Context: an optimization exercise on an open-source flow, tuned for small area. The choices shown serve that exercise and are no tape-out recipe. Only simulation tests tie the RTL to the original design; equivalence was not proved. The clock port is modelled as an ideal driver, which makes a skipped or thinned clock tree look cheaper than it is; a real chip needs a root buffer or a tree. Power and IR drop assume default switching activity.

==> flow/design.v <==
module LM35INO(
	input clk,
	input rst,
	input ack,
	input [9:0] db,
	output [7:0] sseg,
	output [5:0] en
);
reg [14:0] ca;
reg ta_n;
wire ca_end = (ca & 15'd11007) == 15'd10922;
wire ca_clr = rst | ca_end;
always @(posedge clk) begin
	ca <= ca_clr ? 15'd630 : {~ca[13:0], ca[14] ^ ca[0]};
	ta_n <= rst | (ta_n ^ ca_end);
end
wire input_tick = ca_end & ta_n;
reg [15:0] cb;
reg tb_n;
wire cb_end = (cb & 16'd22527) == 16'd746;
wire cb_clr = rst | cb_end;
always @(posedge clk) begin
	cb <= cb_clr ? 16'd48720 : {~cb[14:0], ~(cb[15] ^ cb[6])};
	tb_n <= rst | (tb_n ^ cb_end);
end
wire sseg_tick = cb_end & tb_n;
reg [9:0] data;
always @(posedge clk)
	if (rst) data <= 10'd0;
	else if (input_tick & ack) data <= db;
function [3:0] st5;
	input [2:0] r;
	input b;
	reg [3:0] v;
	begin
		v = {r, b};
		st5[3] = (v >= 4'd5);
		st5[2:0] = (v >= 4'd5) ? v - 4'd5 : v;
	end
endfunction
reg [2:0] r1, r2;
reg [6:0] q1;
reg [3:0] q2, t;
integer i;
always @* begin
	r1 = {1'b0, data[9], data[8]};
	for (i = 7; i >= 1; i = i - 1) begin
		t = st5(r1, data[i]);
		q1[i-1] = t[3];
		r1 = t[2:0];
	end
	r2 = {1'b0, q1[6], q1[5]};
	q2[3:2] = 2'b00;
	for (i = 4; i >= 1; i = i - 1) begin
		t = st5(r2, q1[i]);
		q2[i-1] = t[3];
		r2 = t[2:0];
	end
end
wire [3:0] ones = {r1, data[0]};
wire [3:0] tens = {r2, q1[0]};
wire [3:0] hund = (q2 == 4'd10) ? 4'd0 : q2;
reg [1:0] pos;
reg [3:0] digit;
wire [1:0] pos_nx = (pos == 2'd3) ? 2'd1 : pos + 2'd1;
always @(posedge clk) begin
	if (rst) begin
		pos <= 2'd0;
		digit <= 4'd0;
	end else if (sseg_tick) begin
		pos <= pos_nx;
		digit <= (pos_nx == 2'd1) ? ones : (pos_nx == 2'd2) ? tens : hund;
	end
end
wire [15:0] seg_t0 = 16'b0000000000010010;
wire [15:0] seg_t1 = 16'b0110000001100000;
wire [15:0] seg_t2 = 16'b0000010000000100;
wire [15:0] seg_t3 = 16'b0000000010010010;
wire [15:0] seg_t4 = 16'b1011111010111010;
wire [15:0] seg_t5 = 16'b0000000010001110;
wire [15:0] seg_t6 = 16'b0000000010000011;
wire [6:0] seg_d = {seg_t6[digit], seg_t5[digit], seg_t4[digit], seg_t3[digit], seg_t2[digit], seg_t1[digit], seg_t0[digit]};
assign en = {3'b111, pos != 2'd3, pos != 2'd2, pos != 2'd1};
assign sseg = {pos != 2'd2, seg_d};
endmodule
Settings: LEC_CHECK=0, ABC_AREA=1, CAP_MARGIN=20, CORE_MARGIN=2, CORE_UTILIZATION=40, SLEW_MARGIN=20; clock period 20.0 ns.
standard.sh (not shown) runs the stock make flow with config.mk's settings and CLKGATE_MAP_FILE= SYNTH_SCRIPT=/design/flow/synth_recipe.tcl, a recipe that flattens the netlist after the stock synthesis.
==> flow/flow/run.sh <==
#!/bin/bash
# The standard layout (standard.sh) with these changes:
#  - synthesis is synth_recipe.tcl unchanged except that ABC maps the logic with
#    flow/abc_best.tcl (area-oriented scripts, no buffering or upsizing, best of
#    six seeds) and Yosys does not extract half/full adders before ABC
#    (ADDER_MAP_FILE empty);
#  - the port buffers are the smallest buffer cell;
#  - CTS uses clkbuf_4 and adds no dummy clock loads; flow/cts_post.tcl then makes
#    any clock buffer driving more than 12 flip-flops a clkbuf_8.
# Each tool's output goes to the ORFS logs; make's own output to standard.log.
set -euo pipefail
W=$(pwd)
export FLOW_FLOWDIR="$W/flow"
sed 's#log_cmd abc {\*}\$abc_args#source '"$W"'/flow/abc_best.tcl#' \
    "$FLOW_HOME/scripts/synth.tcl" > my_synth_body.tcl
grep -q "flow/abc_best.tcl" my_synth_body.tcl
sed "s#source \$::env(SCRIPTS_DIR)/synth.tcl#source $W/my_synth_body.tcl#" synth_recipe.tcl > my_synth.tcl
grep -q "my_synth_body.tcl" my_synth.tcl
sed -e "s#SYNTH_SCRIPT=[^ ]*#SYNTH_SCRIPT=$W/my_synth.tcl#" \
    -e "s#CLKGATE_MAP_FILE= #CLKGATE_MAP_FILE= ADDER_MAP_FILE= #" standard.sh > my_standard.sh
grep -q "my_synth.tcl" my_standard.sh
grep -q "ADDER_MAP_FILE= " my_standard.sh
export BUFFER_PORTS_ARGS="-buffer_cell sky130_fd_sc_hd__buf_1"
export CTS_ARGS="-sink_clustering_enable -repair_clock_nets -dont_use_dummy_load -buf_list {sky130_fd_sc_hd__clkbuf_4}"
export POST_CTS_TCL="$W/flow/cts_post.tcl"
export SKIP_REPAIR_TIE_FANOUT=1
bash my_standard.sh > standard.log 2>&1
==> flow/flow/cts_post.tcl <==
# Run by ORFS at the end of its CTS step (POST_CTS_TCL): a clock buffer that drives
# more than 12 flip-flops is made a clkbuf_8, so that clock-pin slews stay low;
# the cells are then legalized again.
estimate_parasitics -placement
foreach inst [get_cells clkbuf_*] {
  set out [get_pins -of_objects $inst -filter "direction==output"]
  set n [llength [get_pins -of_objects [get_nets -of_objects $out] -filter "direction==input"]]
  if { $n > 12 } {
    puts "cts_post: [get_full_name $inst] drives $n pins, now sky130_fd_sc_hd__clkbuf_8"
    replace_cell $inst sky130_fd_sc_hd__clkbuf_8
  }
}
detailed_placement
check_placement -verbose
estimate_parasitics -placement
Other scripts of this flow, unchanged in this note and not shown: flow/flow/abc_best.tcl, flow/flow/abc_s0.script, flow/flow/abc_s1.script, flow/flow/abc_s2.script, flow/flow/abc_s3.script, flow/flow/abc_s4.script, flow/flow/abc_s5.script
==> next run, changes <==
--- a/flow/flow/run.sh
+++ b/flow/flow/run.sh
@@ -9 +9,3 @@
-#    any clock buffer driving more than 12 flip-flops a clkbuf_8.
+#    any clock buffer driving more than 12 flip-flops a clkbuf_8 and removes the
+#    root clock buffer, so the clock port drives the 4 leaf buffers;
+#  - the constant outputs share one tie cell (SKIP_REPAIR_TIE_FANOUT).
--- a/flow/flow/cts_post.tcl
+++ b/flow/flow/cts_post.tcl
@@ -1,3 +1,3 @@
-# Run by ORFS at the end of its CTS step (POST_CTS_TCL): a clock buffer that drives
-# more than 12 flip-flops is made a clkbuf_8, so that clock-pin slews stay low;
-# the cells are then legalized again.
+# Run by ORFS at the end of its CTS step (POST_CTS_TCL).
+# 1. A clock buffer that drives more than 12 flip-flops is made a clkbuf_8, so that
+#    clock-pin slews stay low.
@@ -12,0 +13,23 @@
+set root [get_cells -quiet clkbuf_0_clk]
+if { [llength $root] == 1 } {
+  set rin [get_pins -of_objects $root -filter "direction==input"]
+  set rout [get_pins -of_objects $root -filter "direction==output"]
+  set innet [get_nets -of_objects $rin]
+  set outnet [get_nets -of_objects $rout]
+  set sinks [get_pins -of_objects $outnet -filter "direction==input"]
+  set all_bufs 1
+  foreach s $sinks {
+    if { ![string match "*clkbuf*" [get_property [get_cells -of_objects $s] ref_name]] } { set all_bufs 0 }
+  }
+  if { [get_full_name $innet] eq "clk" && [llength $sinks] <= 4 && $all_bufs } {
+    puts "cts_post: removing root buffer, clock port drives [llength $sinks] buffers"
+    foreach s $sinks {
+      disconnect_pin $outnet $s
+      connect_pin $innet $s
+    }
+    disconnect_pin $innet $rin
+    disconnect_pin $outnet $rout
+    delete_instance $root
+    delete_net $outnet
+  }
+}
What happened: The new run finished with timing, DRC and antenna clean. Combinational power is about the same. Utilization falls by 0.16 points. Final cell count hardly moves. Power falls by a few percent.

[re-timing with driven ports]
The results above use ideal ports. As a check the final layouts listed here were re-extracted and re-timed, cells and wires unchanged.
Step 1, drivers: a clkbuf_16 drives clk and a buf_2 each remaining input, both assumed.
Step 2 adds t to the input delays and takes it off the output delays; t is the mean of the earliest and latest rising clock arrival at the registers after step 1. Input paths then give back, and output paths get back, about the clock's delay inside the block.
Three values: ideal ports, drivers, drivers and shift; two values: the first two.
| run | t, ns | setup WS [ns] | slew at the worst register clock pin (ns) |
|---|---|---|---|
| the first run | 0.358 | 14.250 / 14.227 / 14.366 | 0.12 / 0.12 |
| the second run | 0.203 | 14.363 / 14.363 / 14.363 | 0.12 / 0.12 |
After both steps setup and hold are still met in every run listed.
